What follows belongs to an exercise in optimizing a design on an open flow for small area; a production flow would make more cautious choices.
Only simulation tests tie the RTL to the original design; equivalence was not proved.

--- design/flow/design.v ---
module fa(a,b,ci,s,co);
input a,b,ci;
output s,co;
assign s = a ^ b ^ ci;
assign co = (a & b) | (ci & (a ^ b));
endmodule
module mac(h,acc,one,two,neg,s);
input[15:0] h;
input[31:0] acc;
input[7:0] one,two,neg;
output[32:0] s;
wire pp0_0;
wire pp0_1;
wire pp0_2;
wire pp0_3;
wire pp0_4;
wire pp0_5;
wire pp0_6;
wire pp0_7;
wire pp0_8;
wire pp0_9;
wire pp0_10;
wire pp0_11;
wire pp0_12;
wire pp0_13;
wire pp0_14;
wire pp0_15;
wire pp0_16;
wire pp1_0;
wire pp1_1;
wire pp1_2;
wire pp1_3;
wire pp1_4;
wire pp1_5;
wire pp1_6;
wire pp1_7;
wire pp1_8;
wire pp1_9;
wire pp1_10;
wire pp1_11;
wire pp1_12;
wire pp1_13;
wire pp1_14;
wire pp1_15;
wire pp1_16;
wire pp2_0;
wire pp2_1;
wire pp2_2;
wire pp2_3;
wire pp2_4;
wire pp2_5;
wire pp2_6;
wire pp2_7;
wire pp2_8;
wire pp2_9;
wire pp2_10;
wire pp2_11;
wire pp2_12;
wire pp2_13;
wire pp2_14;
wire pp2_15;
wire pp2_16;
wire pp3_0;
wire pp3_1;
wire pp3_2;
wire pp3_3;
wire pp3_4;
wire pp3_5;
wire pp3_6;
wire pp3_7;
wire pp3_8;
wire pp3_9;
wire pp3_10;
wire pp3_11;
wire pp3_12;
wire pp3_13;
wire pp3_14;
wire pp3_15;
wire pp3_16;
wire pp4_0;
wire pp4_1;
wire pp4_2;
wire pp4_3;
wire pp4_4;
wire pp4_5;
wire pp4_6;
wire pp4_7;
wire pp4_8;
wire pp4_9;
wire pp4_10;
wire pp4_11;
wire pp4_12;
wire pp4_13;
wire pp4_14;
wire pp4_15;
wire pp4_16;
wire pp5_0;
wire pp5_1;
wire pp5_2;
wire pp5_3;
wire pp5_4;
wire pp5_5;
wire pp5_6;
wire pp5_7;
wire pp5_8;
wire pp5_9;
wire pp5_10;
wire pp5_11;
wire pp5_12;
wire pp5_13;
wire pp5_14;
wire pp5_15;
wire pp5_16;
wire pp6_0;
wire pp6_1;
wire pp6_2;
wire pp6_3;
wire pp6_4;
wire pp6_5;
wire pp6_6;
wire pp6_7;
wire pp6_8;
wire pp6_9;
wire pp6_10;
wire pp6_11;
wire pp6_12;
wire pp6_13;
wire pp6_14;
wire pp6_15;
wire pp6_16;
wire pp7_0;
wire pp7_1;
wire pp7_2;
wire pp7_3;
wire pp7_4;
wire pp7_5;
wire pp7_6;
wire pp7_7;
wire pp7_8;
wire pp7_9;
wire pp7_10;
wire pp7_11;
wire pp7_12;
wire pp7_13;
wire pp7_14;
wire pp7_15;
wire pp7_16;
wire s0, c0;
wire s1, c1;
wire s2, c2;
wire s3, c3;
wire s4, c4;
wire s5, c5;
wire s6, c6;
wire s7, c7;
wire s8, c8;
wire s9, c9;
wire s10, c10;
wire s11, c11;
wire s12, c12;
wire s13, c13;
wire s14, c14;
wire s15, c15;
wire s16, c16;
wire s17, c17;
wire s18, c18;
wire s19, c19;
wire s20, c20;
wire s21, c21;
wire s22, c22;
wire s23, c23;
wire s24, c24;
wire s25, c25;
wire s26, c26;
wire s27, c27;
wire s28, c28;
wire s29, c29;
wire s30, c30;
wire s31, c31;
wire s32, c32;
wire s33, c33;
wire s34, c34;
wire s35, c35;
wire s36, c36;
wire s37, c37;
wire s38, c38;
wire s39, c39;
wire s40, c40;
wire s41, c41;
wire s42, c42;
wire s43, c43;
wire s44, c44;
wire s45, c45;
wire s46, c46;
wire s47, c47;
wire s48, c48;
wire s49, c49;
wire s50, c50;
wire s51, c51;
wire s52, c52;
wire s53, c53;
wire s54, c54;
wire s55, c55;
wire s56, c56;
wire s57, c57;
wire s58, c58;
wire s59, c59;
wire s60, c60;
wire s61, c61;
wire s62, c62;
wire s63, c63;
wire s64, c64;
wire s65, c65;
wire s66, c66;
wire s67, c67;
wire s68, c68;
wire s69, c69;
wire s70, c70;
wire s71, c71;
wire s72, c72;
wire s73, c73;
wire s74, c74;
wire s75, c75;
wire s76, c76;
wire s77, c77;
wire s78, c78;
wire s79, c79;
wire s80, c80;
wire s81, c81;
wire s82, c82;
wire s83, c83;
wire s84, c84;
wire s85, c85;
wire s86, c86;
wire s87, c87;
wire s88, c88;
wire s89, c89;
wire s90, c90;
wire s91, c91;
wire s92, c92;
wire s93, c93;
wire s94, c94;
wire s95, c95;
wire s96, c96;
wire s97, c97;
wire s98, c98;
wire s99, c99;
wire s100, c100;
wire s101, c101;
wire s102, c102;
wire s103, c103;
wire s104, c104;
wire s105, c105;
wire s106, c106;
wire s107, c107;
wire s108, c108;
wire s109, c109;
wire s110, c110;
wire s111, c111;
wire s112, c112;
wire s113, c113;
wire s114, c114;
wire s115, c115;
wire s116, c116;
wire s117, c117;
wire s118, c118;
wire s119, c119;
wire s120, c120;
wire s121, c121;
wire s122, c122;
wire s123, c123;
wire s124, c124;
wire s125, c125;
wire s126, c126;
wire s127, c127;
wire s128, c128;
wire s129, c129;
wire s130, c130;
wire s131, c131;
wire s132, c132;
wire s133, c133;
wire s134, c134;
wire s135, c135;
wire s136, c136;
wire s137, c137;
wire s138, c138;
wire s139, c139;
wire s140, c140;
wire s141, c141;
wire s142, c142;
wire s143, c143;
wire s144, c144;
wire s145, c145;
wire s146, c146;
wire s147, c147;
wire s148, c148;
wire s149, c149;
wire s150, c150;
wire s151, c151;
wire s152, c152;
wire s153, c153;
wire s154, c154;
wire s155, c155;
wire s156, c156;
wire s157, c157;
wire s158, c158;
wire s159, c159;
assign pp0_0 = (one[0] & h[0]) ^ neg[0];
assign pp0_1 = ((one[0] & h[1]) | (two[0] & h[0])) ^ neg[0];
assign pp0_2 = ((one[0] & h[2]) | (two[0] & h[1])) ^ neg[0];
assign pp0_3 = ((one[0] & h[3]) | (two[0] & h[2])) ^ neg[0];
assign pp0_4 = ((one[0] & h[4]) | (two[0] & h[3])) ^ neg[0];
assign pp0_5 = ((one[0] & h[5]) | (two[0] & h[4])) ^ neg[0];
assign pp0_6 = ((one[0] & h[6]) | (two[0] & h[5])) ^ neg[0];
assign pp0_7 = ((one[0] & h[7]) | (two[0] & h[6])) ^ neg[0];
assign pp0_8 = ((one[0] & h[8]) | (two[0] & h[7])) ^ neg[0];
assign pp0_9 = ((one[0] & h[9]) | (two[0] & h[8])) ^ neg[0];
assign pp0_10 = ((one[0] & h[10]) | (two[0] & h[9])) ^ neg[0];
assign pp0_11 = ((one[0] & h[11]) | (two[0] & h[10])) ^ neg[0];
assign pp0_12 = ((one[0] & h[12]) | (two[0] & h[11])) ^ neg[0];
assign pp0_13 = ((one[0] & h[13]) | (two[0] & h[12])) ^ neg[0];
assign pp0_14 = ((one[0] & h[14]) | (two[0] & h[13])) ^ neg[0];
assign pp0_15 = ((one[0] & h[15]) | (two[0] & h[14])) ^ neg[0];
assign pp0_16 = ~(((one[0] | two[0]) & h[15]) ^ neg[0]);
assign pp1_0 = (one[1] & h[0]) ^ neg[1];
assign pp1_1 = ((one[1] & h[1]) | (two[1] & h[0])) ^ neg[1];
assign pp1_2 = ((one[1] & h[2]) | (two[1] & h[1])) ^ neg[1];
assign pp1_3 = ((one[1] & h[3]) | (two[1] & h[2])) ^ neg[1];
assign pp1_4 = ((one[1] & h[4]) | (two[1] & h[3])) ^ neg[1];
assign pp1_5 = ((one[1] & h[5]) | (two[1] & h[4])) ^ neg[1];
assign pp1_6 = ((one[1] & h[6]) | (two[1] & h[5])) ^ neg[1];
assign pp1_7 = ((one[1] & h[7]) | (two[1] & h[6])) ^ neg[1];
assign pp1_8 = ((one[1] & h[8]) | (two[1] & h[7])) ^ neg[1];
assign pp1_9 = ((one[1] & h[9]) | (two[1] & h[8])) ^ neg[1];
assign pp1_10 = ((one[1] & h[10]) | (two[1] & h[9])) ^ neg[1];
assign pp1_11 = ((one[1] & h[11]) | (two[1] & h[10])) ^ neg[1];
assign pp1_12 = ((one[1] & h[12]) | (two[1] & h[11])) ^ neg[1];
assign pp1_13 = ((one[1] & h[13]) | (two[1] & h[12])) ^ neg[1];
assign pp1_14 = ((one[1] & h[14]) | (two[1] & h[13])) ^ neg[1];
assign pp1_15 = ((one[1] & h[15]) | (two[1] & h[14])) ^ neg[1];
assign pp1_16 = ~(((one[1] | two[1]) & h[15]) ^ neg[1]);
assign pp2_0 = (one[2] & h[0]) ^ neg[2];
assign pp2_1 = ((one[2] & h[1]) | (two[2] & h[0])) ^ neg[2];
assign pp2_2 = ((one[2] & h[2]) | (two[2] & h[1])) ^ neg[2];
assign pp2_3 = ((one[2] & h[3]) | (two[2] & h[2])) ^ neg[2];
assign pp2_4 = ((one[2] & h[4]) | (two[2] & h[3])) ^ neg[2];
assign pp2_5 = ((one[2] & h[5]) | (two[2] & h[4])) ^ neg[2];
assign pp2_6 = ((one[2] & h[6]) | (two[2] & h[5])) ^ neg[2];
assign pp2_7 = ((one[2] & h[7]) | (two[2] & h[6])) ^ neg[2];
assign pp2_8 = ((one[2] & h[8]) | (two[2] & h[7])) ^ neg[2];
assign pp2_9 = ((one[2] & h[9]) | (two[2] & h[8])) ^ neg[2];
assign pp2_10 = ((one[2] & h[10]) | (two[2] & h[9])) ^ neg[2];
assign pp2_11 = ((one[2] & h[11]) | (two[2] & h[10])) ^ neg[2];
assign pp2_12 = ((one[2] & h[12]) | (two[2] & h[11])) ^ neg[2];
assign pp2_13 = ((one[2] & h[13]) | (two[2] & h[12])) ^ neg[2];
assign pp2_14 = ((one[2] & h[14]) | (two[2] & h[13])) ^ neg[2];
assign pp2_15 = ((one[2] & h[15]) | (two[2] & h[14])) ^ neg[2];
assign pp2_16 = ~(((one[2] | two[2]) & h[15]) ^ neg[2]);
assign pp3_0 = (one[3] & h[0]) ^ neg[3];
assign pp3_1 = ((one[3] & h[1]) | (two[3] & h[0])) ^ neg[3];
assign pp3_2 = ((one[3] & h[2]) | (two[3] & h[1])) ^ neg[3];
assign pp3_3 = ((one[3] & h[3]) | (two[3] & h[2])) ^ neg[3];
assign pp3_4 = ((one[3] & h[4]) | (two[3] & h[3])) ^ neg[3];
assign pp3_5 = ((one[3] & h[5]) | (two[3] & h[4])) ^ neg[3];
assign pp3_6 = ((one[3] & h[6]) | (two[3] & h[5])) ^ neg[3];
assign pp3_7 = ((one[3] & h[7]) | (two[3] & h[6])) ^ neg[3];
assign pp3_8 = ((one[3] & h[8]) | (two[3] & h[7])) ^ neg[3];
assign pp3_9 = ((one[3] & h[9]) | (two[3] & h[8])) ^ neg[3];
assign pp3_10 = ((one[3] & h[10]) | (two[3] & h[9])) ^ neg[3];
assign pp3_11 = ((one[3] & h[11]) | (two[3] & h[10])) ^ neg[3];
assign pp3_12 = ((one[3] & h[12]) | (two[3] & h[11])) ^ neg[3];
assign pp3_13 = ((one[3] & h[13]) | (two[3] & h[12])) ^ neg[3];
assign pp3_14 = ((one[3] & h[14]) | (two[3] & h[13])) ^ neg[3];
assign pp3_15 = ((one[3] & h[15]) | (two[3] & h[14])) ^ neg[3];
assign pp3_16 = ~(((one[3] | two[3]) & h[15]) ^ neg[3]);
assign pp4_0 = (one[4] & h[0]) ^ neg[4];
assign pp4_1 = ((one[4] & h[1]) | (two[4] & h[0])) ^ neg[4];
assign pp4_2 = ((one[4] & h[2]) | (two[4] & h[1])) ^ neg[4];
assign pp4_3 = ((one[4] & h[3]) | (two[4] & h[2])) ^ neg[4];
assign pp4_4 = ((one[4] & h[4]) | (two[4] & h[3])) ^ neg[4];
assign pp4_5 = ((one[4] & h[5]) | (two[4] & h[4])) ^ neg[4];
assign pp4_6 = ((one[4] & h[6]) | (two[4] & h[5])) ^ neg[4];
assign pp4_7 = ((one[4] & h[7]) | (two[4] & h[6])) ^ neg[4];
assign pp4_8 = ((one[4] & h[8]) | (two[4] & h[7])) ^ neg[4];
assign pp4_9 = ((one[4] & h[9]) | (two[4] & h[8])) ^ neg[4];
assign pp4_10 = ((one[4] & h[10]) | (two[4] & h[9])) ^ neg[4];
assign pp4_11 = ((one[4] & h[11]) | (two[4] & h[10])) ^ neg[4];
assign pp4_12 = ((one[4] & h[12]) | (two[4] & h[11])) ^ neg[4];
assign pp4_13 = ((one[4] & h[13]) | (two[4] & h[12])) ^ neg[4];
assign pp4_14 = ((one[4] & h[14]) | (two[4] & h[13])) ^ neg[4];
assign pp4_15 = ((one[4] & h[15]) | (two[4] & h[14])) ^ neg[4];
assign pp4_16 = ~(((one[4] | two[4]) & h[15]) ^ neg[4]);
assign pp5_0 = (one[5] & h[0]) ^ neg[5];
assign pp5_1 = ((one[5] & h[1]) | (two[5] & h[0])) ^ neg[5];
assign pp5_2 = ((one[5] & h[2]) | (two[5] & h[1])) ^ neg[5];
assign pp5_3 = ((one[5] & h[3]) | (two[5] & h[2])) ^ neg[5];
assign pp5_4 = ((one[5] & h[4]) | (two[5] & h[3])) ^ neg[5];
assign pp5_5 = ((one[5] & h[5]) | (two[5] & h[4])) ^ neg[5];
assign pp5_6 = ((one[5] & h[6]) | (two[5] & h[5])) ^ neg[5];
assign pp5_7 = ((one[5] & h[7]) | (two[5] & h[6])) ^ neg[5];
assign pp5_8 = ((one[5] & h[8]) | (two[5] & h[7])) ^ neg[5];
assign pp5_9 = ((one[5] & h[9]) | (two[5] & h[8])) ^ neg[5];
assign pp5_10 = ((one[5] & h[10]) | (two[5] & h[9])) ^ neg[5];
assign pp5_11 = ((one[5] & h[11]) | (two[5] & h[10])) ^ neg[5];
assign pp5_12 = ((one[5] & h[12]) | (two[5] & h[11])) ^ neg[5];
assign pp5_13 = ((one[5] & h[13]) | (two[5] & h[12])) ^ neg[5];
assign pp5_14 = ((one[5] & h[14]) | (two[5] & h[13])) ^ neg[5];
assign pp5_15 = ((one[5] & h[15]) | (two[5] & h[14])) ^ neg[5];
assign pp5_16 = ~(((one[5] | two[5]) & h[15]) ^ neg[5]);
assign pp6_0 = (one[6] & h[0]) ^ neg[6];
assign pp6_1 = ((one[6] & h[1]) | (two[6] & h[0])) ^ neg[6];
assign pp6_2 = ((one[6] & h[2]) | (two[6] & h[1])) ^ neg[6];
assign pp6_3 = ((one[6] & h[3]) | (two[6] & h[2])) ^ neg[6];
assign pp6_4 = ((one[6] & h[4]) | (two[6] & h[3])) ^ neg[6];
assign pp6_5 = ((one[6] & h[5]) | (two[6] & h[4])) ^ neg[6];
assign pp6_6 = ((one[6] & h[6]) | (two[6] & h[5])) ^ neg[6];
assign pp6_7 = ((one[6] & h[7]) | (two[6] & h[6])) ^ neg[6];
assign pp6_8 = ((one[6] & h[8]) | (two[6] & h[7])) ^ neg[6];
assign pp6_9 = ((one[6] & h[9]) | (two[6] & h[8])) ^ neg[6];
assign pp6_10 = ((one[6] & h[10]) | (two[6] & h[9])) ^ neg[6];
assign pp6_11 = ((one[6] & h[11]) | (two[6] & h[10])) ^ neg[6];
assign pp6_12 = ((one[6] & h[12]) | (two[6] & h[11])) ^ neg[6];
assign pp6_13 = ((one[6] & h[13]) | (two[6] & h[12])) ^ neg[6];
assign pp6_14 = ((one[6] & h[14]) | (two[6] & h[13])) ^ neg[6];
assign pp6_15 = ((one[6] & h[15]) | (two[6] & h[14])) ^ neg[6];
assign pp6_16 = ~(((one[6] | two[6]) & h[15]) ^ neg[6]);
assign pp7_0 = (one[7] & h[0]) ^ neg[7];
assign pp7_1 = ((one[7] & h[1]) | (two[7] & h[0])) ^ neg[7];
assign pp7_2 = ((one[7] & h[2]) | (two[7] & h[1])) ^ neg[7];
assign pp7_3 = ((one[7] & h[3]) | (two[7] & h[2])) ^ neg[7];
assign pp7_4 = ((one[7] & h[4]) | (two[7] & h[3])) ^ neg[7];
assign pp7_5 = ((one[7] & h[5]) | (two[7] & h[4])) ^ neg[7];
assign pp7_6 = ((one[7] & h[6]) | (two[7] & h[5])) ^ neg[7];
assign pp7_7 = ((one[7] & h[7]) | (two[7] & h[6])) ^ neg[7];
assign pp7_8 = ((one[7] & h[8]) | (two[7] & h[7])) ^ neg[7];
assign pp7_9 = ((one[7] & h[9]) | (two[7] & h[8])) ^ neg[7];
assign pp7_10 = ((one[7] & h[10]) | (two[7] & h[9])) ^ neg[7];
assign pp7_11 = ((one[7] & h[11]) | (two[7] & h[10])) ^ neg[7];
assign pp7_12 = ((one[7] & h[12]) | (two[7] & h[11])) ^ neg[7];
assign pp7_13 = ((one[7] & h[13]) | (two[7] & h[12])) ^ neg[7];
assign pp7_14 = ((one[7] & h[14]) | (two[7] & h[13])) ^ neg[7];
assign pp7_15 = ((one[7] & h[15]) | (two[7] & h[14])) ^ neg[7];
assign pp7_16 = ~(((one[7] | two[7]) & h[15]) ^ neg[7]);
fa fa1(.a(acc[0]), .b(neg[0]), .ci(pp0_0), .s(s0), .co(c0));
fa fa2(.a(acc[1]), .b(pp0_1), .ci(c0), .s(s1), .co(c1));
fa fa3(.a(acc[2]), .b(neg[1]), .ci(pp0_2), .s(s2), .co(c2));
fa fa4(.a(pp1_0), .b(s2), .ci(c1), .s(s3), .co(c3));
fa fa5(.a(acc[3]), .b(pp0_3), .ci(pp1_1), .s(s4), .co(c4));
fa fa6(.a(c2), .b(s4), .ci(c3), .s(s5), .co(c5));
fa fa7(.a(acc[4]), .b(neg[2]), .ci(pp0_4), .s(s6), .co(c6));
fa fa8(.a(pp1_2), .b(pp2_0), .ci(c4), .s(s7), .co(c7));
fa fa9(.a(s6), .b(s7), .ci(c5), .s(s8), .co(c8));
fa fa10(.a(acc[5]), .b(pp0_5), .ci(pp1_3), .s(s9), .co(c9));
fa fa11(.a(pp2_1), .b(c6), .ci(s9), .s(s10), .co(c10));
fa fa12(.a(c7), .b(s10), .ci(c8), .s(s11), .co(c11));
fa fa13(.a(acc[6]), .b(neg[3]), .ci(pp0_6), .s(s12), .co(c12));
fa fa14(.a(pp1_4), .b(pp2_2), .ci(pp3_0), .s(s13), .co(c13));
fa fa15(.a(c9), .b(s12), .ci(s13), .s(s14), .co(c14));
fa fa16(.a(c10), .b(s14), .ci(c11), .s(s15), .co(c15));
fa fa17(.a(acc[7]), .b(pp0_7), .ci(pp1_5), .s(s16), .co(c16));
fa fa18(.a(pp2_3), .b(pp3_1), .ci(c12), .s(s17), .co(c17));
fa fa19(.a(c13), .b(s16), .ci(c14), .s(s18), .co(c18));
fa fa20(.a(s17), .b(s18), .ci(c15), .s(s19), .co(c19));
fa fa21(.a(acc[8]), .b(neg[4]), .ci(pp0_8), .s(s20), .co(c20));
fa fa22(.a(pp1_6), .b(pp2_4), .ci(pp3_2), .s(s21), .co(c21));
fa fa23(.a(pp4_0), .b(c16), .ci(s20), .s(s22), .co(c22));
fa fa24(.a(s21), .b(c17), .ci(s22), .s(s23), .co(c23));
fa fa25(.a(c18), .b(s23), .ci(c19), .s(s24), .co(c24));
fa fa26(.a(acc[9]), .b(pp0_9), .ci(pp1_7), .s(s25), .co(c25));
fa fa27(.a(pp2_5), .b(pp3_3), .ci(pp4_1), .s(s26), .co(c26));
fa fa28(.a(c20), .b(c21), .ci(s25), .s(s27), .co(c27));
fa fa29(.a(s26), .b(c22), .ci(s27), .s(s28), .co(c28));
fa fa30(.a(c23), .b(s28), .ci(c24), .s(s29), .co(c29));
fa fa31(.a(acc[10]), .b(neg[5]), .ci(pp0_10), .s(s30), .co(c30));
fa fa32(.a(pp1_8), .b(pp2_6), .ci(pp3_4), .s(s31), .co(c31));
fa fa33(.a(pp4_2), .b(pp5_0), .ci(c25), .s(s32), .co(c32));
fa fa34(.a(c26), .b(s30), .ci(s31), .s(s33), .co(c33));
fa fa35(.a(c27), .b(s32), .ci(s33), .s(s34), .co(c34));
fa fa36(.a(c28), .b(s34), .ci(c29), .s(s35), .co(c35));
fa fa37(.a(acc[11]), .b(pp0_11), .ci(pp1_9), .s(s36), .co(c36));
fa fa38(.a(pp2_7), .b(pp3_5), .ci(pp4_3), .s(s37), .co(c37));
fa fa39(.a(pp5_1), .b(c30), .ci(c31), .s(s38), .co(c38));
fa fa40(.a(s36), .b(s37), .ci(c32), .s(s39), .co(c39));
fa fa41(.a(c33), .b(s38), .ci(c34), .s(s40), .co(c40));
fa fa42(.a(s39), .b(s40), .ci(c35), .s(s41), .co(c41));
fa fa43(.a(acc[12]), .b(neg[6]), .ci(pp0_12), .s(s42), .co(c42));
fa fa44(.a(pp1_10), .b(pp2_8), .ci(pp3_6), .s(s43), .co(c43));
fa fa45(.a(pp4_4), .b(pp5_2), .ci(pp6_0), .s(s44), .co(c44));
fa fa46(.a(c36), .b(c37), .ci(s42), .s(s45), .co(c45));
fa fa47(.a(s43), .b(s44), .ci(c38), .s(s46), .co(c46));
fa fa48(.a(s45), .b(c39), .ci(s46), .s(s47), .co(c47));
fa fa49(.a(c40), .b(s47), .ci(c41), .s(s48), .co(c48));
fa fa50(.a(acc[13]), .b(pp0_13), .ci(pp1_11), .s(s49), .co(c49));
fa fa51(.a(pp2_9), .b(pp3_7), .ci(pp4_5), .s(s50), .co(c50));
fa fa52(.a(pp5_3), .b(pp6_1), .ci(c42), .s(s51), .co(c51));
fa fa53(.a(c43), .b(c44), .ci(s49), .s(s52), .co(c52));
fa fa54(.a(s50), .b(c45), .ci(s51), .s(s53), .co(c53));
fa fa55(.a(s52), .b(c46), .ci(s53), .s(s54), .co(c54));
fa fa56(.a(c47), .b(s54), .ci(c48), .s(s55), .co(c55));
fa fa57(.a(acc[14]), .b(neg[7]), .ci(pp0_14), .s(s56), .co(c56));
fa fa58(.a(pp1_12), .b(pp2_10), .ci(pp3_8), .s(s57), .co(c57));
fa fa59(.a(pp4_6), .b(pp5_4), .ci(pp6_2), .s(s58), .co(c58));
fa fa60(.a(pp7_0), .b(c49), .ci(c50), .s(s59), .co(c59));
fa fa61(.a(s56), .b(s57), .ci(s58), .s(s60), .co(c60));
fa fa62(.a(c51), .b(c52), .ci(s59), .s(s61), .co(c61));
fa fa63(.a(s60), .b(c53), .ci(s61), .s(s62), .co(c62));
fa fa64(.a(c54), .b(s62), .ci(c55), .s(s63), .co(c63));
fa fa65(.a(acc[15]), .b(pp0_15), .ci(pp1_13), .s(s64), .co(c64));
fa fa66(.a(pp2_11), .b(pp3_9), .ci(pp4_7), .s(s65), .co(c65));
fa fa67(.a(pp5_5), .b(pp6_3), .ci(pp7_1), .s(s66), .co(c66));
fa fa68(.a(c56), .b(c57), .ci(c58), .s(s67), .co(c67));
fa fa69(.a(s64), .b(s65), .ci(s66), .s(s68), .co(c68));
fa fa70(.a(c59), .b(c60), .ci(s67), .s(s69), .co(c69));
fa fa71(.a(s68), .b(c61), .ci(s69), .s(s70), .co(c70));
fa fa72(.a(c62), .b(s70), .ci(c63), .s(s71), .co(c71));
fa fa73(.a(1'b1), .b(acc[16]), .ci(pp0_16), .s(s72), .co(c72));
fa fa74(.a(pp1_14), .b(pp2_12), .ci(pp3_10), .s(s73), .co(c73));
fa fa75(.a(pp4_8), .b(pp5_6), .ci(pp6_4), .s(s74), .co(c74));
fa fa76(.a(pp7_2), .b(c64), .ci(c65), .s(s75), .co(c75));
fa fa77(.a(c66), .b(s72), .ci(s73), .s(s76), .co(c76));
fa fa78(.a(s74), .b(c67), .ci(c68), .s(s77), .co(c77));
fa fa79(.a(s75), .b(s76), .ci(c69), .s(s78), .co(c78));
fa fa80(.a(s77), .b(c70), .ci(s78), .s(s79), .co(c79));
assign s80 = c71 ^ s79;
assign c80 = c71 & s79;
fa fa82(.a(1'b1), .b(acc[17]), .ci(pp1_15), .s(s81), .co(c81));
fa fa83(.a(pp2_13), .b(pp3_11), .ci(pp4_9), .s(s82), .co(c82));
fa fa84(.a(pp5_7), .b(pp6_5), .ci(pp7_3), .s(s83), .co(c83));
fa fa85(.a(c72), .b(c73), .ci(c74), .s(s84), .co(c84));
fa fa86(.a(s81), .b(s82), .ci(s83), .s(s85), .co(c85));
fa fa87(.a(c75), .b(c76), .ci(s84), .s(s86), .co(c86));
fa fa88(.a(s85), .b(c77), .ci(s86), .s(s87), .co(c87));
fa fa89(.a(c78), .b(s87), .ci(c79), .s(s88), .co(c88));
assign s89 = c80 ^ s88;
assign c89 = c80 & s88;
fa fa91(.a(acc[18]), .b(pp1_16), .ci(pp2_14), .s(s90), .co(c90));
fa fa92(.a(pp3_12), .b(pp4_10), .ci(pp5_8), .s(s91), .co(c91));
fa fa93(.a(pp6_6), .b(pp7_4), .ci(c81), .s(s92), .co(c92));
fa fa94(.a(c82), .b(c83), .ci(s90), .s(s93), .co(c93));
fa fa95(.a(s91), .b(c84), .ci(c85), .s(s94), .co(c94));
fa fa96(.a(s92), .b(s93), .ci(c86), .s(s95), .co(c95));
fa fa97(.a(s94), .b(c87), .ci(s95), .s(s96), .co(c96));
fa fa98(.a(s96), .b(c88), .ci(c89), .s(s97), .co(c97));
fa fa99(.a(1'b1), .b(acc[19]), .ci(pp2_15), .s(s98), .co(c98));
fa fa100(.a(pp3_13), .b(pp4_11), .ci(pp5_9), .s(s99), .co(c99));
fa fa101(.a(pp6_7), .b(pp7_5), .ci(c90), .s(s100), .co(c100));
fa fa102(.a(c91), .b(s98), .ci(s99), .s(s101), .co(c101));
fa fa103(.a(c92), .b(c93), .ci(s100), .s(s102), .co(c102));
fa fa104(.a(s101), .b(c94), .ci(s102), .s(s103), .co(c103));
fa fa105(.a(c95), .b(s103), .ci(c96), .s(s104), .co(c104));
assign s105 = c97 ^ s104;
assign c105 = c97 & s104;
fa fa107(.a(acc[20]), .b(pp2_16), .ci(pp3_14), .s(s106), .co(c106));
fa fa108(.a(pp4_12), .b(pp5_10), .ci(pp6_8), .s(s107), .co(c107));
fa fa109(.a(pp7_6), .b(c98), .ci(c99), .s(s108), .co(c108));
fa fa110(.a(s106), .b(s107), .ci(c100), .s(s109), .co(c109));
fa fa111(.a(c101), .b(s108), .ci(c102), .s(s110), .co(c110));
fa fa112(.a(s109), .b(c103), .ci(s110), .s(s111), .co(c111));
fa fa113(.a(s111), .b(c104), .ci(c105), .s(s112), .co(c112));
fa fa114(.a(1'b1), .b(acc[21]), .ci(pp3_15), .s(s113), .co(c113));
fa fa115(.a(pp4_13), .b(pp5_11), .ci(pp6_9), .s(s114), .co(c114));
fa fa116(.a(pp7_7), .b(c106), .ci(c107), .s(s115), .co(c115));
fa fa117(.a(s113), .b(s114), .ci(c108), .s(s116), .co(c116));
fa fa118(.a(s115), .b(c109), .ci(s116), .s(s117), .co(c117));
fa fa119(.a(c110), .b(s117), .ci(c111), .s(s118), .co(c118));
assign s119 = c112 ^ s118;
assign c119 = c112 & s118;
fa fa121(.a(acc[22]), .b(pp3_16), .ci(pp4_14), .s(s120), .co(c120));
fa fa122(.a(pp5_12), .b(pp6_10), .ci(pp7_8), .s(s121), .co(c121));
fa fa123(.a(c113), .b(c114), .ci(s120), .s(s122), .co(c122));
fa fa124(.a(s121), .b(c115), .ci(s122), .s(s123), .co(c123));
fa fa125(.a(c116), .b(s123), .ci(c117), .s(s124), .co(c124));
fa fa126(.a(s124), .b(c118), .ci(c119), .s(s125), .co(c125));
fa fa127(.a(1'b1), .b(acc[23]), .ci(pp4_15), .s(s126), .co(c126));
fa fa128(.a(pp5_13), .b(pp6_11), .ci(pp7_9), .s(s127), .co(c127));
fa fa129(.a(c120), .b(c121), .ci(s126), .s(s128), .co(c128));
fa fa130(.a(s127), .b(c122), .ci(s128), .s(s129), .co(c129));
fa fa131(.a(c123), .b(s129), .ci(c124), .s(s130), .co(c130));
assign s131 = c125 ^ s130;
assign c131 = c125 & s130;
fa fa133(.a(acc[24]), .b(pp4_16), .ci(pp5_14), .s(s132), .co(c132));
fa fa134(.a(pp6_12), .b(pp7_10), .ci(c126), .s(s133), .co(c133));
fa fa135(.a(c127), .b(s132), .ci(c128), .s(s134), .co(c134));
fa fa136(.a(s133), .b(c129), .ci(s134), .s(s135), .co(c135));
fa fa137(.a(s135), .b(c130), .ci(c131), .s(s136), .co(c136));
fa fa138(.a(1'b1), .b(acc[25]), .ci(pp5_15), .s(s137), .co(c137));
fa fa139(.a(pp6_13), .b(pp7_11), .ci(c132), .s(s138), .co(c138));
fa fa140(.a(s137), .b(c133), .ci(s138), .s(s139), .co(c139));
fa fa141(.a(c134), .b(s139), .ci(c135), .s(s140), .co(c140));
assign s141 = c136 ^ s140;
assign c141 = c136 & s140;
fa fa143(.a(acc[26]), .b(pp5_16), .ci(pp6_14), .s(s142), .co(c142));
fa fa144(.a(pp7_12), .b(c137), .ci(s142), .s(s143), .co(c143));
fa fa145(.a(c138), .b(s143), .ci(c139), .s(s144), .co(c144));
fa fa146(.a(s144), .b(c140), .ci(c141), .s(s145), .co(c145));
fa fa147(.a(1'b1), .b(acc[27]), .ci(pp6_15), .s(s146), .co(c146));
fa fa148(.a(pp7_13), .b(c142), .ci(s146), .s(s147), .co(c147));
fa fa149(.a(c143), .b(s147), .ci(c144), .s(s148), .co(c148));
assign s149 = c145 ^ s148;
assign c149 = c145 & s148;
fa fa151(.a(acc[28]), .b(pp6_16), .ci(pp7_14), .s(s150), .co(c150));
fa fa152(.a(c146), .b(s150), .ci(c147), .s(s151), .co(c151));
fa fa153(.a(s151), .b(c148), .ci(c149), .s(s152), .co(c152));
fa fa154(.a(1'b1), .b(acc[29]), .ci(pp7_15), .s(s153), .co(c153));
fa fa155(.a(c150), .b(s153), .ci(c151), .s(s154), .co(c154));
assign s155 = c152 ^ s154;
assign c155 = c152 & s154;
fa fa157(.a(acc[30]), .b(pp7_16), .ci(c153), .s(s156), .co(c156));
fa fa158(.a(s156), .b(c154), .ci(c155), .s(s157), .co(c157));
fa fa159(.a(~acc[31]), .b(c156), .ci(c157), .s(s158), .co(c158));
assign s159 = 1'b1 ^ c158;
assign s = {s159, s158, s157, s155, s152, s149, s145, s141, s136, s131, s125, s119, s112, s105, s97, s89, s80, s71, s63, s55, s48, s41, s35, s29, s24, s19, s15, s11, s8, s5, s3, s1, s0};
endmodule
module h_rom_h(addr,mode,one,two,neg);
input mode;
input[4:0] addr;
output reg[7:0] one, two, neg;
always @(*) begin
	case({mode,addr})
		6'd0: begin one = 8'b00001101; two = 8'b00000000; neg = 8'b00000100; end  
		6'd1: begin one = 8'b00001101; two = 8'b00000000; neg = 8'b00001001; end  
		6'd2: begin one = 8'b00001010; two = 8'b00000000; neg = 8'b00001000; end  
		6'd3: begin one = 8'b00001111; two = 8'b00000000; neg = 8'b00001111; end  
		6'd4: begin one = 8'b00000000; two = 8'b00001000; neg = 8'b00001000; end  
		6'd5: begin one = 8'b00011001; two = 8'b00000000; neg = 8'b00010001; end  
		6'd6: begin one = 8'b00010010; two = 8'b00000100; neg = 8'b00010100; end  
		6'd7: begin one = 8'b00000111; two = 8'b00011000; neg = 8'b00010111; end  
		6'd8: begin one = 8'b00101111; two = 8'b00010000; neg = 8'b00101010; end  
		6'd9: begin one = 8'b00110000; two = 8'b00000000; neg = 8'b00100000; end  
		6'd10: begin one = 8'b00100110; two = 8'b00000000; neg = 8'b00100100; end  
		6'd11: begin one = 8'b00110100; two = 8'b00001001; neg = 8'b00111001; end  
		6'd12: begin one = 8'b00010011; two = 8'b00101100; neg = 8'b00101010; end  
		6'd13: begin one = 8'b01101110; two = 8'b00010001; neg = 8'b01001101; end  
		6'd14: begin one = 8'b01011111; two = 8'b00000000; neg = 8'b01001110; end  
		6'd15: begin one = 8'b00110100; two = 8'b01001001; neg = 8'b01000101; end  
		6'd16: begin one = 8'b11011100; two = 8'b00000011; neg = 8'b11011101; end  
		6'd17: begin one = 8'b11011110; two = 8'b00000001; neg = 8'b00000011; end  
		6'd18: begin one = 8'b00110110; two = 8'b01001001; neg = 8'b00111001; end  
		6'd19: begin one = 8'b01011111; two = 8'b00000000; neg = 8'b00010001; end  
		6'd20: begin one = 8'b01101100; two = 8'b00010001; neg = 8'b00110001; end  
		6'd21: begin one = 8'b00010011; two = 8'b00101100; neg = 8'b00010101; end  
		6'd22: begin one = 8'b00110110; two = 8'b00001001; neg = 8'b00000101; end  
		6'd23: begin one = 8'b00100110; two = 8'b00000000; neg = 8'b00000010; end  
		6'd24: begin one = 8'b00110000; two = 8'b00000000; neg = 8'b00010000; end  
		6'd25: begin one = 8'b00101111; two = 8'b00010000; neg = 8'b00010101; end  
		6'd26: begin one = 8'b00000111; two = 8'b00011000; neg = 8'b00001000; end  
		6'd27: begin one = 8'b00010010; two = 8'b00000100; neg = 8'b00000010; end  
		6'd28: begin one = 8'b00011001; two = 8'b00000000; neg = 8'b00001000; end  
		6'd29: begin one = 8'b00010000; two = 8'b00001000; neg = 8'b00001000; end  
		6'd30: begin one = 8'b00001111; two = 8'b00000000; neg = 8'b00000000; end  
		6'd31: begin one = 8'b00001010; two = 8'b00000000; neg = 8'b00000010; end  
		6'd32: begin one = 8'b00000110; two = 8'b00000001; neg = 8'b00000101; end  
		6'd33: begin one = 8'b00000100; two = 8'b00000001; neg = 8'b00000001; end  
		6'd34: begin one = 8'b00000101; two = 8'b00000000; neg = 8'b00000101; end  
		6'd35: begin one = 8'b00001000; two = 8'b00000000; neg = 8'b00001000; end  
		6'd36: begin one = 8'b00010011; two = 8'b00001000; neg = 8'b00010010; end  
		6'd37: begin one = 8'b00011011; two = 8'b00000000; neg = 8'b00010010; end  
		6'd38: begin one = 8'b00011100; two = 8'b00000000; neg = 8'b00010100; end  
		6'd39: begin one = 8'b00000110; two = 8'b00001000; neg = 8'b00001000; end  
		6'd40: begin one = 8'b00010111; two = 8'b00001000; neg = 8'b00001000; end  
		6'd41: begin one = 8'b00101110; two = 8'b00010001; neg = 8'b00010111; end  
		6'd42: begin one = 8'b00100000; two = 8'b00000010; neg = 8'b00000010; end  
		6'd43: begin one = 8'b00111100; two = 8'b00000000; neg = 8'b00000000; end  
		6'd44: begin one = 8'b00111011; two = 8'b00000000; neg = 8'b00000001; end  
		6'd45: begin one = 8'b00111100; two = 8'b00000001; neg = 8'b00011101; end  
		6'd46: begin one = 8'b00100001; two = 8'b00000010; neg = 8'b00100001; end  
		6'd47: begin one = 8'b01111111; two = 8'b00000000; neg = 8'b01100101; end  
		6'd48: begin one = 8'b11010010; two = 8'b00001001; neg = 8'b11000011; end  
		6'd49: begin one = 8'b11010000; two = 8'b00001011; neg = 8'b00011001; end  
		6'd50: begin one = 8'b01111111; two = 8'b00000000; neg = 8'b00011010; end  
		6'd51: begin one = 8'b00100001; two = 8'b00000010; neg = 8'b00000010; end  
		6'd52: begin one = 8'b00111110; two = 8'b00000001; neg = 8'b00100001; end  
		6'd53: begin one = 8'b00111011; two = 8'b00000000; neg = 8'b00111010; end  
		6'd54: begin one = 8'b00111100; two = 8'b00000000; neg = 8'b00111100; end  
		6'd55: begin one = 8'b00100100; two = 8'b00000010; neg = 8'b00100010; end  
		6'd56: begin one = 8'b00101100; two = 8'b00010011; neg = 8'b00101001; end  
		6'd57: begin one = 8'b00010111; two = 8'b00001000; neg = 8'b00010111; end  
		6'd58: begin one = 8'b00000110; two = 8'b00001000; neg = 8'b00000110; end  
		6'd59: begin one = 8'b00011100; two = 8'b00000000; neg = 8'b00001000; end  
		6'd60: begin one = 8'b00011011; two = 8'b00000000; neg = 8'b00001001; end  
		6'd61: begin one = 8'b00010011; two = 8'b00001000; neg = 8'b00001001; end  
		6'd62: begin one = 8'b00001000; two = 8'b00000000; neg = 8'b00000000; end  
		6'd63: begin one = 8'b00000101; two = 8'b00000000; neg = 8'b00000000; end  
		default: begin one = 8'b0; two = 8'b0; neg = 8'b0; end
	endcase
end
endmodule
module fir_H(xIn,sample,clk,reset,yOut,mode);
input mode;
input sample, clk, reset;
input[15:0] xIn;
output reg[15:0] yOut;
	reg [495:0] ring;           
	reg [4:0] ph;               
	reg [4:0] u;                
	reg [31:0] acc;
	wire start = sample & ~reset & (ph == 5'd0);
	wire busy = (ph != 5'd0);
	wire [15:0] fb = busy ? ring[15:0] : xIn;
	always @(posedge clk)
		if (start | busy) ring <= {fb, ring[495:16]};
	always @(posedge clk)
		if (reset) ph <= 5'd0;
		else if (start | busy) ph <= ph + 5'd1;
	always @(posedge clk)
		if (reset) u <= 5'd31;
		else if (ph == 5'd31 && u != 5'd0) u <= u - 5'd1;
	wire [7:0] one, two, neg;
	h_rom_h rom(.addr(ph), .mode(mode), .one(one), .two(two), .neg(neg));
	wire [32:0] s;
	mac mac0(.h(ring[15:0]), .acc(acc), .one(one), .two(two), .neg(neg), .s(s));
	wire [31:0] sat = (s[32] == s[31]) ? s[31:0] : (s[32] ? 32'h8000_0000 : 32'h07ff_ffff);
	wire clr = reset | (ph == 5'd31) | (~busy & ~sample) | (ph < u);
	always @(posedge clk)
		acc <= clr ? 32'd0 : sat;
	wire [15:0] y = acc[31] ? (acc[30] ? acc[30:15] : 16'h8000)
	                        : (acc[30] ? 16'h7fff : acc[30:15]);
	always @(posedge clk)
		if (reset) yOut <= 16'd0;
		else if (ph == 5'd31) yOut <= y;
endmodule
--- design/flow/run.sh ---
#!/bin/bash
# synth_recipe.tcl (not shown) runs the flow's synth.tcl, then flattens the netlist and writes it again
# the make line also repeats each setting of config.mk as NAME=value (left out here)
make -C /OpenROAD-flow-scripts/flow DESIGN_CONFIG=/design/flow/config.mk WORK_HOME=/design/flow/orfs CLKGATE_MAP_FILE= SYNTH_SCRIPT=/design/flow/synth_recipe.tcl finish
--- design/flow/constraint.sdc ---
create_clock -name core_clock -period 25.0 [get_ports {clk}]
set_input_delay 5.0000 -clock core_clock [delete_from_list [all_inputs] [get_ports {clk}]]
set_output_delay 5.0000 -clock core_clock [all_outputs]
set_load 0.01 [all_outputs]
--- design/flow/config.mk ---
export PLATFORM = sky130hd
export DESIGN_NAME = fir_H
export DESIGN_NICKNAME = fir_H
export VERILOG_FILES = /design/flow/design.v
export SDC_FILE = /design/flow/constraint.sdc
export NUM_CORES = 4
export LEC_CHECK = 0
export CAP_MARGIN = 20
export CORE_MARGIN = 2
export CORE_UTILIZATION = 60
export CTS_BUF_LIST = sky130_fd_sc_hd__clkbuf_4
export CTS_CLUSTER_SIZE = 20
export SLEW_MARGIN = 20
==> flow_results.org, run 1 <==
** Status
- Run status :: timing/DRC/antenna clean

** Timing
- Time the worst path needs with I/O delays and setup :: 17160 ps
- Adding up every negative setup slack in the final design gives 0 ps.
- For the pin with the worst max-slew slack, the measured transition is 1063 ps.
- Hold violation count in the final report :: 0
- FMAX :: 58.29 MHz
- Rel. slew slack :: 29.12%
- Post-route fraction of the period consumed by the critical path :: 68.62%
- Clock Skews :: 46.67 ps
- Setup violations remaining at the end of the flow were counted as 0.
- Final Max Slew Viols :: 0
- Setup repair after global routing left no endpoint under its margin.

** Routing
- For this block, the initial DRC count from the detailed router was 1312.
- After detailed routing, the total wire length is 49500 microns.
- After detailed routing, the average wire length per cell comes to 20.34 microns.
- The detail route stage leaves a number of antenna-violating nets equal to 0.
- For this run, design rule violations remaining after detail routing come to 0.
- Using the TritonRoute via totals, the vias-per-cell ratio works out to 5.696.
- The final route contains 13860 vias.
- First-pass iteration count of the detailed router :: 7

** Critical path
- Most frequent CP cell :: sky130_fd_sc_hd__fa_1
- At the worst endpoint, the arrival time is 17970 ps.
- Family of cells with the greatest summed delay on the critical path :: adder cells
- The worst setup path is launched from an input pin.
- Critical path data required time :: 25810 ps
- The worst setup path is captured at a flip-flop.
- Delay contributed by the slowest stage of the critical path :: 740 ps
- CP max stage cell :: sky130_fd_sc_hd__and3_1
- In this run the critical register-to-register path is launched from ph[0]$_SDFFE_PP0P_.
- Sum of buffers and inverters on the critical path :: 21
- The most critical setup path has its startpoint at mode.
- Critical path class :: input pin to flip-flop
- Along the worst path, the maximum fanout reaches 40.

** Clocking
- Num CTS Buffers :: 139
- Hold Buf Count CTS :: 0
- Clock latency on the worst-skew pair, taken at its later pin, is 920 ps.
- Post-cts sizing count :: 0
- CTS clock-pin slew for the worst setup and hold paths :: 60 ps
- No sink is reached through more buffers than the 3 on the longest clock path.
- Root cell of the clock tree :: sky130_fd_sc_hd__clkbuf_4
- Clk sink count :: 554
- The clock tree synthesis step divided the H-tree into 4 levels.
- Post-CTS setup-driven buffer insertion count :: 0
- TritonCTS clock tree :: done

** Hold path
- Source of the worst hold timing path :: ring[77]$_DFFE_PP_
- Path type of the worst min-delay path :: flip-flop to flip-flop

** Synth
- Post-Synth Simple-Gate Area :: 4.798%
- Count of state elements after synthesis :: 554
- Count of yosys warnings during synthesis :: 2
- Area fraction in compound gates after synthesis :: 8.166%
- Async set or reset register ratio after synthesis :: 0%
- Syn Nets :: 1893
- Post-synth cell types :: 71
- Mean Syn Cell Area :: 14.73 sq um
- After synthesis, the largest family of logic cells by area is adder cells.
- In the synthesized netlist, mux cells make up 0.5704% of the area.
- Post-Syn Area :: 25010 sq um
- Parity-gate share of the synthesized area counting xor and xnor cells :: 4.868%
- Top flip-flop cell by instance count after synthesis :: sky130_fd_sc_hd__edfxtp_1
- Gate Count Post-Synth :: 1698
- The synthesized design contains 496 enable-type register cells.
- Post-Synth Adder-Cell Area :: 13.02%
- Sequential elements use 64.20% of the synthesized area.

** Place
- Once detailed placement completed, the half-perimeter wirelength came to 30060 microns.
- Port buffering added 35 buffers.
- The congestion estimate from routability-driven global placement came to 0.8659.
- Instance area after placement :: 25850 sq um

** Cells and area
- After routing the design area is 27560 sq um.
- In the final layout, flip-flops and latches occupy 16060 sq um.
- Leaving out fill and tap cells, the most frequent cell in the layout is sky130_fd_sc_hd__edfxtp_1.
- The top cell types in the final layout, fill and taps aside, are sky130_fd_sc_hd__edfxtp_1, sky130_fd_sc_hd__clkbuf_4, sky130_fd_sc_hd__inv_1.
- Final-stage net count :: 2001
- Fill cells in the final layout number 2885.
- Fraction of final layout cells with drive strength greater than 1 :: 14.93%
- Area growth from synthesis to layout :: 10.21%
- Summing all multi-input logic gate instances after layout gives 7886 sq um.

** GRT
- The first global-routing pass estimated 77850 microns of wire.
- For this run the aggregate overflow at the end of global routing stands at 0.
- Global routing consumed, over all layers together, 23.70% of the routing resources.
- Antenna violations before repair :: 2
- Largest net degree at the start of global routing :: 212
- Number of global-route vias before repair :: 14230

** Die
- In this run the standard cell core region covers 41020 sq um.
- Full die area :: 43330 sq um
- Die X-Extent :: 208.2 microns
- In this run the count of I/O pins placed on the die edge is 36.
- The initialized floorplan defines 74 standard-cell rows.
- The die is 208.2 microns tall.
- Initial core utilization :: 60.97%

** Flow run
- The tool flagged a number of max-cap violations equal to 0.
-- flip-flops by register name (all words and copies together), names as in the netlist --
register  flops
acc          32
u             5
yOut         16
ring        496
ph            5
-- cell families after synthesis --
kind of cell | count (synthesis)
AOI/OAI and AO/OA | 306
xor gates and xnor gates | 139
adders and majority gates | 175
buffers and inverters | 266
DFF | 554
muxes | 10
and+or+nand+nor | 248
-- path summary, 6_finish.rpt --
kind	endpoint	slack [ps]	cells past startpoint
min	ring[61]$_DFFE_PP_	390	0
min reg2reg	ring[61]$_DFFE_PP_	390	0
max reg2reg	acc[28]$_SDFF_PP0_	11180	62
max	acc[28]$_SDFF_PP0_	7840	61
-- stage by stage --
stage | utilization (%) | hold WS [ps] | cells | setup WS, ps
CTS | 67.15 | 390.7 | 2428 | 8035
finish | 67.19 | 389.9 | 2433 | 7845
global route | 67.17 | 383.4 | 2429 | 7095
detailed placement | 63.02 | 404.5 | 2197 | 6988
floorplan | - | 400.3 | 1698 | 6258
global placement | 63.01 | 400.7 | 2197 | 7104
-- per-layer routing --
layer | global-route usage (%) | part of all wire (%) | vias to the layer above
li1 | - | - | 6321
met1 | 34.60 | 47 | 6921
met2 | 34.01 | 44 | 515
met3 | 5.796 | 6.9 | 100
met4 | 11.09 | 2.5 | 2
met5 | 0 | 0.026 | -
-- cell usage after synthesis, types with 4 or more instances --
library cell / number / area share (%)
sky130_fd_sc_hd__edfxtp_1: 496 / 60
sky130_fd_sc_hd__inv_1: 160 / 2.4
sky130_fd_sc_hd__fa_1: 142 / 11
sky130_fd_sc_hd__nand2_1: 91 / 1.4
sky130_fd_sc_hd__a22oi_1: 90 / 2.7
sky130_fd_sc_hd__nor2_1: 76 / 1.1
sky130_fd_sc_hd__xor2_1: 73 / 2.6
sky130_fd_sc_hd__xnor2_1: 66 / 2.3
sky130_fd_sc_hd__o21ai_0: 60 / 1.2
sky130_fd_sc_hd__a21oi_1: 58 / 1.2
sky130_fd_sc_hd__dfxtp_1: 58 / 4.6
sky130_fd_sc_hd__clkbuf_1: 51 / 0.77
sky130_fd_sc_hd__buf_2: 40 / 0.80
sky130_fd_sc_hd__ha_1: 33 / 1.7
sky130_fd_sc_hd__o22ai_1: 20 / 0.50
sky130_fd_sc_hd__nand2b_1: 18 / 0.45
sky130_fd_sc_hd__a211oi_1: 15 / 0.45
sky130_fd_sc_hd__nor2_4: 10 / 0.45
sky130_fd_sc_hd__nand3_1: 9 / 0.18
sky130_fd_sc_hd__nor2b_1: 9 / 0.23
sky130_fd_sc_hd__o211ai_1: 8 / 0.24
sky130_fd_sc_hd__o221ai_1: 8 / 0.28
sky130_fd_sc_hd__a31oi_1: 7 / 0.18
sky130_fd_sc_hd__buf_4: 5 / 0.15
sky130_fd_sc_hd__nor3_1: 5 / 0.10
sky130_fd_sc_hd__a21o_1: 4 / 0.12
sky130_fd_sc_hd__a311oi_1: 4 / 0.14
sky130_fd_sc_hd__buf_1: 4 / 0.060
sky130_fd_sc_hd__mux2_2: 4 / 0.18
sky130_fd_sc_hd__nand3b_1: 4 / 0.12
-- final cells by class --
class | count | area share [%]
flip-flops and latches | 554 | 58.26
inverters | 163 | 2.220
well taps | 532 | 2.415
clock inverters | 41 | 0.9806
repair buffers | 70 | 2.284
clock buffers | 190 | 5.175
diodes | 5 | 0.04540
multi-input cells | 878 | 28.61
==> run 2: changes to the inputs <==
--- a/design/flow/config.mk
+++ b/design/flow/config.mk
@@ -8,6 +8,4 @@
 export CAP_MARGIN = 20
 export CORE_MARGIN = 2
-export CORE_UTILIZATION = 60
-export CTS_BUF_LIST = sky130_fd_sc_hd__clkbuf_4
-export CTS_CLUSTER_SIZE = 20
+export CORE_UTILIZATION = 40
 export SLEW_MARGIN = 20
==> flow_results.org, run 2 <==
** Status
- Run status :: timing/DRC/antenna clean

** Timing
- Post-route fraction of the period consumed by the critical path :: 68.89%
- Setup violations remaining at the end of the flow were counted as 0.
- FMAX :: 58.06 MHz
- Setup repair after global routing left no endpoint under its margin.
- Hold slack final :: 398.8 ps
- Setup ws final :: 7777 ps
- The final count of hold timing violations came to 0.
- In this run the tightest slew margin relative to its limit is 29.79%.
- Clock Skews :: 26.71 ps
- Tightest Pin Transition :: 1053 ps
- Final Max Slew Viols :: 0
- Final TNS setup :: 0 ps
- Counting I/O delays and the setup requirement, the final critical path takes 17220 ps.

** Clocking
- The clock net in this run drives a total of 554 sinks.
- TritonCTS built the clock tree.
- Clock-pin slew was measured on the worst setup and hold paths at 70 ps.
- Post-cts sizing count :: 0
- The clock passes through at most 3 buffers.
- Deepest level of the CTS H-tree :: 2
- Hold Buf Count CTS :: 0
- Clock latency on the worst-skew pair, taken at its later pin, is 610 ps.
- Num CTS Buffers :: 56
- Post-CTS setup-driven buffer insertion count :: 0
- Root cell of the clock tree :: sky130_fd_sc_hd__clkbuf_16

** Die
- Die extent in y :: 254.0 microns
- 36 I/O pins were placed.
- Number of placement rows :: 91
- CORE AREA :: 61710 sq um
- The die covers 64530 sq um.
- From left edge to right edge, the die measures 254.0 microns.
- Initial core utilization :: 40.52%

** Critical path
- Critical path class :: input pin to flip-flop
- For the worst setup path, the data required time is 25520 ps.
- Top fanout value on the critical path :: 40
- At the worst endpoint, the arrival time is 17740 ps.
- CP max stage cell :: sky130_fd_sc_hd__or4b_4
- Setup crit end kind :: flip-flop
- Counting stages on the worst path, the most repeated cell is sky130_fd_sc_hd__fa_1.
- In this design, the stage delay of the slowest critical-path cell is 730 ps.
- The worst setup path is launched from an input pin.

** Synth
- In this run, synthesis inferred 496 flip-flops with an integrated enable.
- In the post-synthesis netlist, the cell with the most instances is sky130_fd_sc_hd__edfxtp_1.
- The synthesized netlist devotes 13.02% of its cell area to adder and majority cells.
- After synthesis, flip-flops and latches occupy 64.20% of the total area.
- Each instance of the synthesized netlist takes up on average 14.73 sq um.
- After synthesis the netlist holds a flip-flop and latch count of 554.
- For this run, asynchronously set or reset flops after synthesis account for 0%.
- By area the synthesized netlist is led by sky130_fd_sc_hd__edfxtp_1, sky130_fd_sc_hd__fa_1, sky130_fd_sc_hd__dfxtp_1, sky130_fd_sc_hd__a22oi_1, sky130_fd_sc_hd__xor2_1.
- Synthesis instantiated 71 different standard cells from the library.
- Multiplexer cells account for 0.5704% of the synthesized area.
- Post-synthesis cell type with the largest combined area :: sky130_fd_sc_hd__edfxtp_1
- After Yosys synthesis, XOR and XNOR cells account for 4.868% of the synthesized area.
- Post-Syn Area :: 25010 sq um
- Summing the areas of all compound-gate instances in the mapped netlist gives 8.166% of the synthesized area.
- Gate Count Post-Synth :: 1698
- Counting every net in the synthesized netlist gives 1893.
- Top cell type's share of synthesized area :: 59.56%
- After synthesis, the largest family of logic cells by area is adder cells.
- Count of yosys warnings during synthesis :: 2
- Top flip-flop cell by instance count after synthesis :: sky130_fd_sc_hd__edfxtp_1
- Post-Synth Simple-Gate Area :: 4.798%
- Leading post-synthesis cells by instance count :: sky130_fd_sc_hd__edfxtp_1, sky130_fd_sc_hd__inv_1, sky130_fd_sc_hd__fa_1, sky130_fd_sc_hd__nand2_1, sky130_fd_sc_hd__a22oi_1

** GRT
- Global routing finished with a remaining overflow of 0.
- Wire length of the first global-routing pass :: 79520 microns
- Busiest layer in global routing :: met2
- Number of global-route vias before repair :: 13730
- Global routing consumed, over all layers together, 16.01% of the routing resources.
- For this run, global-route usage on met2 was measured as 24.94%.
- Entering global routing, the biggest net connects 202 pins.
- Antenna violations before repair :: 0
- Global routing used 22.66% of the available met1 tracks.
- Global routing usage on met3 :: 2.827%

** Routing
- Drt wl/cell :: 19.58 microns
- The first TritonRoute pass finished after 5 iterations.
- The final route contains 13410 vias.
- The count of nets left with antenna violations once routing finished came out at 0.
- The detailed router finished its first iteration with 1115 violations.
- For this run, design rule violations remaining after detail routing come to 0.
- Total wire length :: 51110 microns
- Using the TritonRoute via totals, the vias-per-cell ratio works out to 5.138.

** Cells and area
- Post-route design area :: 28130 sq um
- The finished layout holds 2610 standard cells, fillers aside.
- Final antenna diode count :: 0
- ring holds more flip-flops than any other register.
- The register with the most flip-flops in the layout has 496 of them.
- Largest regs :: ring: 496 flops, acc: 32 flops, yOut: 16 flops
- Final-stage net count :: 1920
- Most common library cell in the layout ignoring fill and taps :: sky130_fd_sc_hd__edfxtp_1
- Of the cells placed in the final design, the portion with a size suffix greater than 1 is 9.137%.
- Final Util :: 45.59%
- Area growth from synthesis to layout :: 12.51%
- Commonest cells after routing, fill and taps aside :: sky130_fd_sc_hd__edfxtp_1, sky130_fd_sc_hd__inv_1, sky130_fd_sc_hd__fa_1
- Number of filler cells placed in the layout :: 5477

** Place
- Once placement finished, the instance area stood at 26230 sq um.
- Worst setup timing slack at the placement stage :: 7140 ps
- Post-detail-place hpwl :: 31800 microns
- Placed insts :: 2503
- Routability Congestion :: 0.8452
- Port buffering added 35 buffers.

** Hold path
- The min-delay analysis places its worst path in the category flip-flop to flip-flop.

** Flow run
- Max-cap violations in this run came to 0.
run 2: cell counts after synthesis:
No cell type changed its count.
run 2: worst max-delay path: cells and delay by family:
kind / cells / cell delay, ps
AOI/OAI and AO/OA: 4 / 960
xor gates and xnor gates: 1 / 120
buffers and inverters: 21 / 1750
and+or+nand+nor: 4 / 1790
adders and majority gates: 31 / 8040
run 2: cell type report:
| cell class | instances | area, sq um | area share, % |
|---|---|---|---|
| clock buffer | 65 | 1456 | 5.177 |
| clock inverter | 41 | 427.9 | 1.521 |
| inverter | 163 | 611.8 | 2.175 |
| multi-input combinational | 878 | 7880 | 28.01 |
| sequential | 554 | 16060 | 57.08 |
| tap | 837 | 1047 | 3.722 |
| timing repair buffer | 72 | 653.1 | 2.321 |
run 2: kinds of logic (layout without fill, tap and decap cells):
family / Yosys count / after routing
compound gates: 306 / 306
xor+xnor: 139 / 139
fa+ha+maj: 175 / 175
buf+inv: 266 / 341
flops: 554 / 554
mux: 10 / 10
simple gates: 248 / 248
run 2: worst paths after layout:
| check | cells after the start | endpoint | slack (ps) | from |
|---|---|---|---|---|
| worst min register to register | 0 | ring[66]$_DFFE_PP_ | 400 | ring[82]$_DFFE_PP_ |
| worst max register to register | 60 | acc[0]$_SDFF_PP0_ | 11140 | ph[0]$_SDFFE_PP0P_ |
| worst max-delay path | 61 | acc[0]$_SDFF_PP0_ | 7780 | mode |
| worst min-delay path | 0 | ring[66]$_DFFE_PP_ | 400 | ring[82]$_DFFE_PP_ |
run 2: metal layers:
layer	routed length [microns]	share of wire [%]
met4	1458	2.9
met3	2711	5.3
met2	23440	46
met1	23490	46
met5	0	0

afterwards: timing with drivers on the ports:
Ports are ideal in the flow. The routed layouts listed here were re-timed in OpenROAD. Step 1 assumes that a clkbuf_16 drives the clock port and a buf_2 every other input. Step 2 also shifts input and output timing later by t, the mid clock arrival at the registers, as if the neighbouring blocks saw the same clock. a / b / c = no drivers / after step 1 / after step 2; a / b = the first two.
run | t (ns) | setup slack, ns | worst setup path after step 2 | latest minus earliest clock arrival (ns)
run 1 | 0.949 | 7.845 / 7.874 / 6.925 | input to register | 0.049 / 0.049
run 2 | 0.655 | 7.777 / 7.814 / 7.159 | input to register | 0.028 / 0.028
After both steps setup and hold are still met in every run listed. The setup slack of run 1, which loses most, moves by +0.029 ns with the drivers and by -0.920 ns with both steps.
